This is an optimization exercise on Yosys and OpenROAD, whose aim is small area and a short achievable clock period, not a production implementation. Function was checked by simulation only, so behaviour that the tests miss may differ from the original. No activity file was given, so power comes from the tool's default toggle rates.

==> flow/design.v, too long to show whole: its modules and the start of the top module <==
// module game_top: 17887 lines
module game_top(clk, keypad_in, dip_in, adc_data_in, seg_com, seg_data, seg_single_data, led_out, f_led1, f_led2, f_led3, f_led4, lcd_rs, lcd_rw, lcd_en, lcd_data, servo_pwm, step_motor_phase, piezo_out, adc_cs_n, adc_sclk
, adc_din);
  // ...
==> flow/flow/run.sh <==
#!/bin/bash
# Layout flow: the standard ORFS flow (standard.sh, unchanged synthesis, floorplan,
# power grid, placement, CTS, routing), with three settings passed to make:
#  - port buffers are buf_2 cells;
#  - clock tree synthesis inserts no dummy loads and uses clkbuf_4/clkbuf_8 cells;
#  - repair_timing aims for a setup slack of 22.5 ns at the design's 30 ns clock,
#    so that the paths that set the achieved period are sized and buffered.
# All tool output goes to flow_standard.log here (ORFS's per-step logs are in orfs/logs).
set -uo pipefail
bash standard.sh finish \
  "BUFFER_PORTS_ARGS=-buffer_cell sky130_fd_sc_hd__buf_2" \
  "CTS_ARGS=-sink_clustering_enable -repair_clock_nets -dont_use_dummy_load -buf_list {sky130_fd_sc_hd__clkbuf_4 sky130_fd_sc_hd__clkbuf_8}" \
  "SETUP_SLACK_MARGIN=22.5" > flow_standard.log 2>&1
==> flow/standard.sh <==
#!/bin/bash
# synth_recipe.tcl (not shown) runs the flow's synth.tcl, then flattens the netlist and writes it again
# the make line also repeats each setting of config.mk as NAME=value (left out here)
make -C /OpenROAD-flow-scripts/flow DESIGN_CONFIG=/design/flow/config.mk WORK_HOME=/design/flow/orfs CLKGATE_MAP_FILE= SYNTH_SCRIPT=/design/flow/synth_recipe.tcl "${@:-finish}"
==> flow/config.mk <==
export PLATFORM = sky130hd
export DESIGN_NAME = game_top
export DESIGN_NICKNAME = game_top
export VERILOG_FILES = /design/flow/design.v
export SDC_FILE = /design/flow/constraint.sdc
export NUM_CORES = 4
export LEC_CHECK = 0
export ABC_AREA = 1
export CAP_MARGIN = 20
export CORE_MARGIN = 2
export CORE_UTILIZATION = 40
export PLACE_DENSITY = 0.6
export SLEW_MARGIN = 20
==> flow/constraint.sdc <==
create_clock -name core_clock -period 30.0 [get_ports {clk}]
set_input_delay 6.0000 -clock core_clock [delete_from_list [all_inputs] [get_ports {clk}]]
set_output_delay 6.0000 -clock core_clock [all_outputs]
set_load 0.01 [all_outputs]
==> reports/results.tsv, run 1 <==
stage	metric	value	unit
global_routing	gr busiest metal	met2	
hold_path	endpoint of the worst hold path	l2[7]	
sta	unrepaired setup endpoints after global routing	false	
pwr	seq pwr	0.000741	W
clocking	CTS H-Tree Depth	3	
logic_synthesis	ys flop type	dfrtp_1	
layout	clock buf count	80	
logic_synthesis	EDFF count, synth	60	
sta	hold slack	0.302	ns
sta	Fin. Hold Viols	0	
placement	GPL Wtd Cong	0.903	
layout	most common cell after layout, fill and taps aside	inv_1	
clocking	worst skew pair latency	0.67	ns
drt	drt pass-1 iters	7	
sta	Setup TNS	0	ns
logic_synthesis	most frequent cell after synthesis	inv_1	
layout	area grow syn2layout	10.2	%
status	status	complete, no violations	
drt	wire length on met2	23600	um
sta	Final Max Slew Viols	0	
critical_path	CP required	24.00	ns
placement	placed inst area	22800	um^2
floorplan	Rows	85	
layout	FF+latch count	435	
placement	Post-Place Worst Slack	21.63	ns
critical_path	Bufs and invs on worst path	2	
layout	ClkCell Share	4.61	%
floorplan	Tapcell Cnt	696	
logic_synthesis	Commonest cells post-synth	inv_1 (478), nand2_1 (433), nor2_1 (298)	
==> run 2, diff against run 1 <==
==> flow/flow/run.sh (replaced) <==
#!/bin/bash
# Layout flow: the standard ORFS flow (standard.sh, unchanged synthesis, floorplan,
# power grid, placement, CTS, routing), with three settings passed to make:
#  - port buffers are buf_2 cells;
#  - clock tree synthesis inserts no dummy loads and uses sink clusters of up to 25;
#  - repair_timing aims for a setup slack of 22.5 ns at the design's 30 ns clock,
#    so that the paths that set the achieved period are sized and buffered.
# All tool output goes to flow_standard.log here (ORFS's per-step logs are in orfs/logs).
set -uo pipefail
bash standard.sh finish \
  "BUFFER_PORTS_ARGS=-buffer_cell sky130_fd_sc_hd__buf_2" \
  "CTS_ARGS=-sink_clustering_enable -repair_clock_nets -dont_use_dummy_load -sink_clustering_size 25 -sink_clustering_max_diameter 150" \
  "SETUP_SLACK_MARGIN=22.5" > flow_standard.log 2>&1
==> run 2 against run 1 <==
Net effect:
- critical path depth unchanged
- maximum frequency increased by 1.4%
- flip-flop and latch count unchanged
- global-route usage fell by 0.62 points
- non-clock buffer count grew 1
- utilization shrank 1.0 points
- largest cell class unchanged
==> reports/results.tsv, run 2 <==
stage	metric	value	unit	change
sta	Peak Freq	140	MHz	was 138 MHz
job	max_cap viols	0		unchanged
sta	Final Skew	0.0368	ns	was 0.0863 ns
sta	Setup TNS	0	ns	unchanged
clocking	CTS Hold Bufs	0		unchanged
critical_path	Bufs and invs on worst path	2		unchanged
layout	layout cells sized above 1	9.32	%	was 11.3%
critical_path	slowest CP cell	dfrtp_1		unchanged
status	status	complete, no violations		unchanged
floorplan	I/O pins	86		unchanged
logic_synthesis	ranking of synthesized cells by area	dfrtp_1 (32%), edfxtp_1 (8.3%), inv_1 (8.3%)		unchanged
drt	drt pass-1 iters	5		was 7
drt	DRT antenna net count	0		unchanged
logic_synthesis	Async SR Flop Fraction	74.5	%	unchanged
layout	commonest cells after routing, fill and taps aside	inv_1 (478), nand2_1 (433), nor2_1 (298), dfrtp_1 (277), o21ai_0 (174)		unchanged
drt	via count	16700		was 17100
sta	Setup violations, final	0		unchanged
layout	Final nets	2729		was 2787
drt	DR WL/cell	14.8	um	was 14.7 um
clocking	Num CTS Buffers	21		was 80
critical_path	Critical Path AT	1.16	ns	was 1.26 ns
clocking	Clock Tree Root	clkbuf_16		was clkbuf_8
sta	fin crit share	23.9	%	was 24.2%
sta	unrepaired setup endpoints after global routing	false		unchanged
clocking	Worst-path clk slew	0.10	ns	was 0.06 ns
placement	Final HPWL DP	36900	um	unchanged
global_routing	GRT Residual Overflow	0		unchanged
drt	1st-iter DRT viols	944		was 867
critical_path	WS Path Type	reg2out		unchanged
critical_path	crit-path cells	inv_1 > buf_2		unchanged
logic_synthesis	share of the synthesized area in the top cell type	32.0	%	unchanged
sta	Final Max Slew Viols	0		unchanged
critical_path	CP max FO	4		was 2
drt	WL final	49200	um	was 50000 um
clocking	CTS tree	built		unchanged
pwr	Final Power	0.00142	W	was 0.00156 W
floorplan	initial core utilization	40.4	%	unchanged
logic_synthesis	most frequent cell after synthesis	inv_1		unchanged
clocking	worst skew pair latency	0.57	ns	was 0.67 ns
clocking	CTS H-Tree Depth	1		was 3
logic_synthesis	Synth Register Bits	435		unchanged
sta	Tightest Pin Transition	0.883	ns	was 0.881 ns
logic_synthesis	Yosys top cell by area	dfrtp_1		unchanged
drt	DRC viols	0		unchanged
logic_synthesis	Distinct cells, synth	75		unchanged
global_routing	initial antenna violation count	0		was 1
pwr	Pwr Density	61.0	nW/um^2	was 65.5 nW/um^2
clocking	Post-CTS Setup Repair Bufs	0		unchanged
sta	Slew HR	40.6	%	was 40.7%
pwr	leakage	11.1	nW	was 11.4 nW
critical_path	CP required	24.00	ns	about the same
floorplan	Die Wd	237	um	unchanged
logic_synthesis	EDFF count, synth	60		unchanged
logic_synthesis	Commonest cells post-synth	inv_1 (478), nand2_1 (433), nor2_1 (298)		unchanged
pwr	maximum VDD drop	0.0317	mV	was 0.0391 mV
floorplan	DIE AREA	56100	um^2	unchanged
critical_path	critical path capture point type	output pin		unchanged
placement	Port Buf Inserts	82		unchanged
logic_synthesis	ys flop type	dfrtp_1		unchanged
critical_path	max incr delay on CP	0.37	ns	was 0.39 ns
placement	GPL Wtd Cong	0.903		unchanged
layout	most common cell after layout, fill and taps aside	inv_1		unchanged
clocking	Clock Tree Buf Depth	3		unchanged
critical_path	r2r setup slk	24.83	ns	about the same
floorplan	core area	53700	um^2	unchanged
logic_synthesis	Cells after Synth	2573		unchanged
hold_path	HP Class	reg2reg		unchanged
floorplan	Rows	85		unchanged
global_routing	number of global-route vias before repair	16300		was 16700
logic_synthesis	Mapped Avg Cell Area	8.43	um^2	unchanged
logic_synthesis	Seq/Total Area, Yosys	50.7	%	unchanged
logic_synthesis	Post-Syn Area	21700	um^2	unchanged
global_routing	largest net degree at the start of global routing	165		unchanged
layout	area grow syn2layout	7.61	%	was 10.2%
floorplan	Die Span Y	237	um	unchanged
critical_path	startpoint types	flop		unchanged
clocking	CTS sink cnt	435		unchanged
global_routing	first-pass GRT wire length	81200	um	was 82800 um
sta	clock period minus worst slack	7.16	ns	was 7.26 ns
layout	Diodes inserted	0		was 1
critical_path	Crit path max-delay family	flip-flops		unchanged
sta	Fin. Hold Viols	0		unchanged
logic_synthesis	Ys Warns	1		unchanged
drt	routed vias/inst	5.02		was 5.03
global_routing	GRT Resource Usage Total	17.5	%	was 18.1%
-- run 2: what timing repair did --
item	in CTS	in global routing
gates resized for setup	1	1
endpoints found under the setup margin	68	64
gates cloned	0	1
-- run 2: cell families after synthesis --
family | Yosys count | share of synthesized area [%]
other cells | 1 | 0.0173
xor+xnor | 69 | 2.86
flops | 435 | 50.7
buf+inv | 545 | 9.86
fa+ha+maj | 66 | 3.91
mux | 10 | 0.519
simple gates | 987 | 19.9
compound gates | 460 | 12.3
-- run 2: path summary, 6_finish.rpt --
kind / cells past startpoint / end / start
worst min register to register: 0 / lf[21] / lf[20]
worst max register to register: 30 / flop / flop
worst max-delay path: 2 / f_led3[0] / cG
min in group asynchronous: 1 / asynchronous set/reset pin / keypad_in[8]
worst min-delay path: 0 / lf[21] / lf[20]
max in group asynchronous: 3 / kd[7].c[0] / keypad_in[8]
-- run 2: stage by stage --
| stage | instance area [um^2] | hold WS [ns] | std cells | utilization [%] | setup WS, ns |
|---|---|---|---|---|---|
| final | 23300 | 0.345 | 3335 | 43.5 | 22.84 |
| after global routing | 23300 | 0.350 | 3335 | 43.5 | 22.75 |
| after CTS | 23300 | 0.342 | 3334 | 43.4 | 22.56 |
| after detailed placement | 22800 | 0.336 | 3313 | 42.4 | 21.63 |
| after global placement | 22800 | 0.333 | 3313 | 42.4 | 21.70 |
| after floorplan | 21700 | 0.331 | 2575 | - | 23.39 |
-- run 2: area by class of cell --
cell class	instances	area (um^2)
Clock buffer	21	526
Multi-Input combinational cell	1595	8570
Inverter	500	1880
Tap cell	696	871
Timing Repair Buffer	88	507
Fill cell	5222	30400
Sequential cell	435	11000
-- run 2: per-layer routing --
layer	GRT usage (%)	vias up	part of all wire [%]
met5	0	-	0
met4	4.95	0	2.6
met3	1.99	84	3.9
met2	29.9	347	47
met1	23.5	7914	46
li1	-	8404	-
-- run 2: report_power, final --
part           switching (W)  internal [W]
Sequential         0.0000587      0.000680
Combinational       0.000246      0.000128
Clock               0.000185      0.000126
Total               0.000489      0.000933
==> run 3, diff against run 2 <==
--- a/flow/config.mk
+++ b/flow/config.mk
@@ -9,5 +9,5 @@
 export CAP_MARGIN = 20
 export CORE_MARGIN = 2
-export CORE_UTILIZATION = 40
-export PLACE_DENSITY = 0.6
+export CORE_UTILIZATION = 65
+export PLACE_DENSITY = 0.8
 export SLEW_MARGIN = 20
==> run 3 against run 2 <==
Net effect:
- setup slack got worse by 0.027 ns
- synthesized cell count unchanged
- largest cell class unchanged
- critical path depth unchanged
- register-to-register slack got worse by 0.13 ns
- sequential power about the same
- worst hold slack improved by 0.0069 ns
==> reports/results.tsv, run 3 <==
stage	metric	value	unit	change
drt	DRT antenna net count	0		unchanged
logic_synthesis	ys flop type	dfrtp_1		unchanged
drt	routed vias/inst	5.59		was 5.02
sta	Setup violations, final	0		unchanged
placement	Port Buf Inserts	82		unchanged
global_routing	GRT Resource Usage Total	28.2	%	was 17.5%
sta	Peak Freq	139	MHz	was 140 MHz
status	status	complete, no violations		unchanged
clocking	CTS Hold Bufs	0		unchanged
clocking	CTS tree	built		unchanged
floorplan	DIE AREA	34800	um^2	was 56100 um^2
critical_path	max incr delay on CP	0.40	ns	was 0.37 ns
logic_synthesis	Async SR Flop Fraction	74.5	%	unchanged
pwr	Pwr Density	61.9	nW/um^2	was 61.0 nW/um^2
floorplan	I/O pins	86		unchanged
critical_path	startpoint types	flop		unchanged
clocking	CTS H-Tree Depth	1		unchanged
layout	fin area	23000	um^2	was 23300 um^2
global_routing	largest net degree at the start of global routing	105		was 165
global_routing	first-pass GRT wire length	81300	um	was 81200 um
placement	Final HPWL DP	36900	um	unchanged
placement	placed inst area	22400	um^2	was 22800 um^2
sta	Slew HR	34.8	%	was 40.6%
layout	layout cells sized above 1	9.33	%	was 9.32%
critical_path	CP max FO	2		was 4
critical_path	CP required	24.00	ns	about the same
layout	Final nets	2728		was 2729
hold_path	HP Class	reg2reg		unchanged
clocking	worst skew pair latency	0.56	ns	was 0.57 ns
clocking	Post-CTS Setup Repair Bufs	0		unchanged
drt	via count	17200		was 16700
layout	most common cell after layout, fill and taps aside	inv_1		unchanged
sta	Final Max Slew Viols	0		unchanged
clocking	Clock Tree Root	clkbuf_16		unchanged
logic_synthesis	Synth Register Bits	435		unchanged
clocking	Num CTS Buffers	21		unchanged
job	max_cap viols	0		unchanged
critical_path	slowest CP cell	dfrtp_1		unchanged
critical_path	crit-path cells	inv_1 > buf_2		unchanged
floorplan	core area	32700	um^2	was 53700 um^2
logic_synthesis	ranking of synthesized cells by area	dfrtp_1 (32%), edfxtp_1 (8.3%), inv_1 (8.3%)		unchanged
logic_synthesis	Seq/Total Area, Yosys	50.7	%	unchanged
pwr	Reg power frac	52.1	%	was 51.9%
logic_synthesis	Ys Warns	1		unchanged
pwr	P_sw	0.000488	W	was 0.000489 W
floorplan	initial core utilization	66.3	%	was 40.4%
logic_synthesis	Distinct cells, synth	75		unchanged
clocking	post-CTS resize count	0		was 1
sta	Final Skew	0.0457	ns	was 0.0368 ns
clocking	Worst-path clk slew	0.11	ns	was 0.10 ns
logic_synthesis	share of the synthesized area in the top cell type	32.0	%	unchanged
sta	Setup TNS	0	ns	unchanged
logic_synthesis	Mapped Avg Cell Area	8.43	um^2	unchanged
drt	1st-iter DRT viols	1235		was 944
pwr	Int Power	0.000933	W	about the same
logic_synthesis	EDFF count, synth	60		unchanged
sta	clock period minus worst slack	7.19	ns	was 7.16 ns
pwr	clock share of power	21.2	%	was 21.8%
floorplan	Rows	66		was 85
critical_path	Critical Path AT	1.19	ns	was 1.16 ns
drt	WL final	48700	um	was 49200 um
critical_path	WS Path Type	reg2out		unchanged
logic_synthesis	Yosys top cell by area	dfrtp_1		unchanged
critical_path	r2r setup slk	24.70	ns	was 24.83 ns
layout	commonest cells after routing, fill and taps aside	inv_1 (478), nand2_1 (433), nor2_1 (298), dfrtp_1 (277), o21ai_0 (174)		unchanged
floorplan	Die Span Y	187	um	was 237 um
clocking	Clock Tree Buf Depth	3		unchanged
drt	drt pass-1 iters	6		was 5
drt	DR WL/cell	15.8	um	was 14.8 um
sta	unrepaired setup endpoints after global routing	false		unchanged
layout	Diodes inserted	0		unchanged
logic_synthesis	Cells after Synth	2573		unchanged
pwr	maximum VDD drop	0.0712	mV	was 0.0317 mV
pwr	leakage	11.0	nW	was 11.1 nW
clocking	CTS sink cnt	435		unchanged
logic_synthesis	Commonest cells post-synth	inv_1 (478), nand2_1 (433), nor2_1 (298)		unchanged
layout	area grow syn2layout	5.95	%	was 7.61%
global_routing	initial antenna violation count	0		unchanged
drt	DRC viols	0		unchanged
logic_synthesis	most frequent cell after synthesis	inv_1		unchanged
critical_path	critical path capture point type	output pin		unchanged
pwr	logic gate share of total power	26.7	%	was 26.2%
global_routing	number of global-route vias before repair	16900		was 16300
sta	Fin. Hold Viols	0		unchanged
sta	Tightest Pin Transition	0.978	ns	was 0.883 ns
floorplan	Die Wd	187	um	was 237 um
pwr	Switching Share	34.4	%	about the same
logic_synthesis	Post-Syn Area	21700	um^2	unchanged
sta	fin crit share	24.0	%	was 23.9%
placement	GPL Wtd Cong	0.934		was 0.903
pwr	Final Power	0.00142	W	about the same
global_routing	GRT Residual Overflow	0		unchanged
run 3: cell type report:
type	instances	area (um^2)
clock buffer	21	526
fill	2664	9720
inverter	500	1880
multi-input combinational	1595	8570
sequential	435	11000
tap	442	553
timing repair buffer	87	458
run 3: metrics by stage:
stage               hold WS, ns  std cells  setup slack, ns  utilization (%)
finish                    0.352       3080            22.81             70.3
CTS                       0.349       3080            22.81             70.3
floorplan                 0.331       2575            23.39                -
detailed placement        0.337       3059            22.33             68.6
global route              0.355       3080            22.68             70.3
global placement          0.333       3059            22.37             68.6
run 3: worst paths after layout:
kind | startpoint | endpoint | cells past startpoint
max in group asynchronous | keypad_in[8] | lf[11] | 2
min reg2reg | lf[30] | lf[31] | 0
max | sdig_reg[3] | seg_com[3] | 2
max reg2reg | flop | flop | 30
min in group asynchronous | keypad_in[8] | asynchronous set/reset pin | 1
min | lf[30] | lf[31] | 0
run 3: cell families after synthesis:
group / after synthesis / synth area share [%]
mux: 10 / 0.519
flops: 435 / 50.7
compound gates: 460 / 12.3
simple gates: 987 / 19.9
xor+xnor: 69 / 2.86
fa+ha+maj: 66 / 3.91
buf+inv: 545 / 9.86
other cells: 1 / 0.0173
run 3: power groups by stage:
stage	Clock (W)	Sequential (W)	Combinational, W
after global routing	0.000328	0.000751	0.000428
after CTS	0.000309	0.000740	0.000377
after detailed placement	0	0.000751	0.000375
after global placement	0	0.000747	0.000354
final	0.000301	0.000741	0.000380
after floorplan	0	0.000734	0.000280
run 3: worst max-delay path: cells and delay by family (launching register included):
family                 cells  cell delay [ns]
flip-flops                 1             0.40
buffers and inverters      2             0.23
run 3: routing by layer:
metal	share of wire, %	global-route usage [%]	vias up
met5	0	0	-
met4	4.0	10.7	0
met3	4.6	3.05	114
met2	49	49.1	512
met1	43	36.5	8183
li1	-	-	8396
==> run 4, diff against run 3 <==
==> flow/flow/run.sh (replaced) <==
#!/bin/bash
# Layout flow: the standard ORFS flow (standard.sh, unchanged synthesis, floorplan,
# power grid, placement, CTS, routing), with three settings passed to make:
#  - port buffers are buf_2 cells;
#  - clock tree synthesis inserts no dummy loads and uses sink clusters of up to 20;
#  - repair_timing aims for a setup slack of 22.5 ns at the design's 30 ns clock,
#    so that the paths that set the achieved period are sized and buffered.
# All tool output goes to flow_standard.log here (ORFS's per-step logs are in orfs/logs).
set -uo pipefail
bash standard.sh finish \
  "BUFFER_PORTS_ARGS=-buffer_cell sky130_fd_sc_hd__buf_2" \
  "CTS_ARGS=-sink_clustering_enable -repair_clock_nets -dont_use_dummy_load -sink_clustering_size 20 -sink_clustering_max_diameter 120" \
  "SETUP_SLACK_MARGIN=22.5" > flow_standard.log 2>&1
--- a/flow/config.mk
+++ b/flow/config.mk
@@ -9,5 +9,5 @@
 export CAP_MARGIN = 20
 export CORE_MARGIN = 2
-export CORE_UTILIZATION = 65
-export PLACE_DENSITY = 0.8
+export CORE_UTILIZATION = 40
+export PLACE_DENSITY = 0.6
 export SLEW_MARGIN = 20
==> run 4 against run 3 <==
Net effect:
- synthesized cell count unchanged
- synthesized area unchanged
- cell count up 8.4%
- critical path depth unchanged
- setup slack worse by 0.0013 ns
- total power up 2.3%
- die area up 61%
- clock skew up 0.016 ns
- sequential share of layout area down 0.94 points
- flip-flop and latch count unchanged
- critical path type unchanged
- critical endpoint is now f_led3[0]
- largest power group unchanged
==> reports/results.tsv, run 4 <==
stage	metric	value	unit	change
status	status	complete, no violations		unchanged
logic_synthesis	Seq/Total Area, Yosys	50.7	%	unchanged
global_routing	largest net degree at the start of global routing	165		was 105
sta	Setup WS post-layout	22.81	ns	about the same
floorplan	Die Wd	237	um	was 187 um
global_routing	GRT Resource Usage Total	17.6	%	was 28.2%
critical_path	WS Path Type	reg2out		unchanged
logic_synthesis	Ys Warns	1		unchanged
global_routing	GRT Residual Overflow	0		unchanged
layout	commonest cells after routing, fill and taps aside	inv_1 (478), nand2_1 (433), nor2_1 (298), dfrtp_1 (277), o21ai_0 (174)		unchanged
layout	area grow syn2layout	8.08	%	was 5.95%
critical_path	CP max FO	4		was 2
layout	multi-input logic area	8570	um^2	about the same
sta	Setup violations, final	0		unchanged
sta	Tightest Pin Transition	0.908	ns	was 0.978 ns
clocking	Num CTS Buffers	26		was 21
drt	WL final	49200	um	was 48700 um
pwr	Pwr Density	62.0	nW/um^2	was 61.9 nW/um^2
sta	Setup TNS	0	ns	unchanged
critical_path	startpoint types	flop		unchanged
clocking	Post-CTS Setup Repair Bufs	0		unchanged
placement	Port Buf Inserts	82		unchanged
logic_synthesis	EDFF count, synth	60		unchanged
layout	layout cells sized above 1	9.46	%	was 9.33%
pwr	Reg power frac	50.8	%	was 52.1%
pwr	Switching Share	33.9	%	was 34.4%
floorplan	Rows	85		was 66
logic_synthesis	Async SR Flop Fraction	74.5	%	unchanged
clocking	Worst-path clk slew	0.09	ns	was 0.11 ns
sta	Peak Freq	139	MHz	about the same
clocking	CTS tree	built		unchanged
layout	Final nets	2733		was 2728
clocking	CTS H-Tree Depth	1		unchanged
clocking	CTS sink cnt	435		unchanged
sta	Final Max Slew Viols	0		unchanged
placement	GPL Wtd Cong	0.903		was 0.934
placement	Final HPWL DP	36900	um	unchanged
hold_path	Hold Crit Depth	0		unchanged
critical_path	CP required	24.00	ns	about the same
clocking	Clock Tree Root	clkbuf_16		unchanged
critical_path	CP Launch Point	cG		was sdig_reg[3]
logic_synthesis	ranking of synthesized cells by area	dfrtp_1 (32%), edfxtp_1 (8.3%), inv_1 (8.3%)		unchanged
sta	clock period minus worst slack	7.19	ns	about the same
layout	most common cell after layout, fill and taps aside	inv_1		unchanged
clocking	worst skew pair latency	0.60	ns	was 0.56 ns
logic_synthesis	share of the synthesized area in the top cell type	32.0	%	unchanged
global_routing	first-pass GRT wire length	81600	um	was 81300 um
job	max_cap viols	0		unchanged
hold_path	HP Class	reg2reg		unchanged
logic_synthesis	ys flop type	dfrtp_1		unchanged
logic_synthesis	Distinct cells, synth	75		unchanged
layout	fillers	5213		was 2664
logic_synthesis	Post-Syn Area	21700	um^2	unchanged
logic_synthesis	most frequent cell after synthesis	inv_1		unchanged
layout	fin cells	3339		was 3080
global_routing	number of global-route vias before repair	16300		was 16900
floorplan	Die Span Y	237	um	was 187 um
floorplan	DIE AREA	56100	um^2	was 34800 um^2
logic_synthesis	Commonest cells post-synth	inv_1 (478), nand2_1 (433), nor2_1 (298)		unchanged
critical_path	R2R depth	30		unchanged
logic_synthesis	Synth Register Bits	435		unchanged
drt	DR WL/cell	14.7	um	was 15.8 um
placement	placed cells	3313		was 3059
drt	via count	16800		was 17200
drt	1st-iter DRT viols	934		was 1235
layout	register area	11000	um^2	unchanged
sta	fin crit share	24.0	%	about the same
pwr	maximum VDD drop	0.0336	mV	was 0.0712 mV
pwr	clock share of power	23.6	%	was 21.2%
floorplan	core area	53700	um^2	was 32700 um^2
hold_path	Worst Min Path Start	lf[30]		unchanged
critical_path	slowest CP cell	dfrtp_1		unchanged
critical_path	Bufs and invs on worst path	2		unchanged
critical_path	max incr delay on CP	0.36	ns	was 0.40 ns
placement	Post-Place Worst Slack	21.63	ns	was 22.33 ns
hold_path	endpoint of the worst hold path	lf[31]		unchanged
global_routing	initial antenna violation count	0		unchanged
drt	drt pass-1 iters	5		was 6
sta	unrepaired setup endpoints after global routing	false		unchanged
pwr	P_sw	0.000493	W	was 0.000488 W
sta	hold slack	0.344	ns	was 0.352 ns
pwr	Final Power	0.00145	W	was 0.00142 W
clocking	Clock Tree Buf Depth	3		unchanged
sta	Slew HR	38.9	%	was 34.8%
critical_path	r2r setup slk	24.84	ns	was 24.70 ns
sta	Fin. Hold Viols	0		unchanged
logic_synthesis	Cells after Synth	2573		unchanged
drt	DRT antenna net count	0		unchanged
sta	Final Skew	0.0617	ns	was 0.0457 ns
floorplan	I/O pins	86		unchanged
pwr	leakage	11.1	nW	was 11.0 nW
layout	Diodes inserted	0		unchanged
drt	DRC viols	0		unchanged
logic_synthesis	Yosys top cell by area	dfrtp_1		unchanged
critical_path	crit-path cells	inv_1 > buf_2		unchanged
critical_path	critical path capture point type	output pin		unchanged
logic_synthesis	Mapped Avg Cell Area	8.43	um^2	unchanged
pwr	logic gate share of total power	25.6	%	was 26.7%
critical_path	Critical Path AT	1.19	ns	about the same
pwr	Int Power	0.000961	W	was 0.000933 W
critical_path	Crit path max-delay family	flip-flops		unchanged
floorplan	initial core utilization	40.4	%	was 66.3%
drt	routed vias/inst	5.04		was 5.59
==> run 4: how the worst max path moves through the flow <==
stage | depth (start not counted) | endpoint
3_3_place_gp | 3 | kd[1].s0
6_report | 2 | f_led3[0]
5_1_grt | 3 | kd[7].c[0]
3_5_place_dp | 3 | asynchronous set/reset pin
2_1_floorplan | 2 | f_led2[0]
4_1_cts | 3 | kd[7].c[0]
==> run 4: metal layers <==
layer	GRT usage, %	vias up	wire (um)
met5	0	-	0
met4	5.43	0	1390
met3	1.92	87	1700
met2	30.1	323	23100
met1	23.6	7997	22900
li1	-	8412	-
==> run 4: stage by stage <==
stage                     util [%]  area [um^2]
after floorplan                  -        21700
after global placement        42.4        22800
after detailed placement      42.4        22800
after CTS                     43.6        23400
after global routing          43.6        23400
final                         43.6        23400
==> run 4: area by class of cell <==
| cell class | count | area share [%] |
|---|---|---|
| Tap cell | 696 | 3.71 |
| Clock buffer | 26 | 2.78 |
| Multi-Input combinational cell | 1595 | 36.6 |
| Inverter | 500 | 8.02 |
| Timing Repair Buffer | 87 | 2.05 |
| Sequential cell | 435 | 46.9 |
==> run 4: power by group through the flow <==
stage | clock, W | combinational (W) | sequential, W
2_1_floorplan | 0 | 0.000280 | 0.000734
3_3_place_gp | 0 | 0.000364 | 0.000748
3_5_place_dp | 0 | 0.000375 | 0.000751
4_1_cts | 0.000360 | 0.000376 | 0.000739
5_1_grt | 0.000382 | 0.000427 | 0.000750
6_report | 0.000343 | 0.000372 | 0.000739
==> run 4: cell families (layout without fill, tap and decap cells) <==
kind of cell / Yosys count / after routing / share of synthesized area [%]
simple gates: 987 / 987 / 19.9
buf+inv: 545 / 613 / 9.86
compound gates: 460 / 460 / 12.3
flops: 435 / 435 / 50.7
xor+xnor: 69 / 69 / 2.86
fa+ha+maj: 66 / 66 / 3.91
mux: 10 / 10 / 0.519
other cells: 1 / 3 / 0.0173
==> run 4: what timing repair did <==
item / 4_1_cts / 5_1_grt
hold endpoints to repair: 0 / 0
hold buffers: 0 / 0
resized for setup: 1 / 1
setup endpoints to repair: 68 / 64

-- what the ideal ports hide --
How much do the figures lean on ideal ports? The routed layouts below were timed once more, with nothing changed but the port constraints. Step 1 (the two cells are an assumption about what drives the block):
set clk [get_ports {clk}]
set_driving_cell -lib_cell sky130_fd_sc_hd__clkbuf_16 $clk
set_driving_cell -lib_cell sky130_fd_sc_hd__buf_2 [delete_from_list [all_inputs] $clk]
Step 2 moves the port delays by t, midway between the first and last clock arrival at a register: inputs arrive t later, outputs are due t later. That takes back most of the time a late clock gives input paths. Slacks: ideal / step 1 / step 2; pairs: ideal / step 1.
| run | t, ns | setup slack, ns | worst setup path after step 2 | worst slew at a driven data input, ns |
|---|---|---|---|---|
| run 1 | 0.682 | 22.744 / 22.687 / 22.248 | input, reset recovery | 0.05 |
| run 2 | 0.605 | 22.842 / 22.784 / 22.467 | input, reset recovery | 0.05 |
| run 3 | 0.594 | 22.815 / 22.761 / 22.378 | input, reset recovery | 0.05 |
| run 4 | 0.625 | 22.814 / 22.756 / 22.285 | input, reset recovery | 0.05 |
After both steps every run listed still meets setup and hold. The setup slack of run 4, which loses most, moves by -0.058 ns with the drivers and by -0.529 ns with both steps. Setup slack includes reset recovery checks.
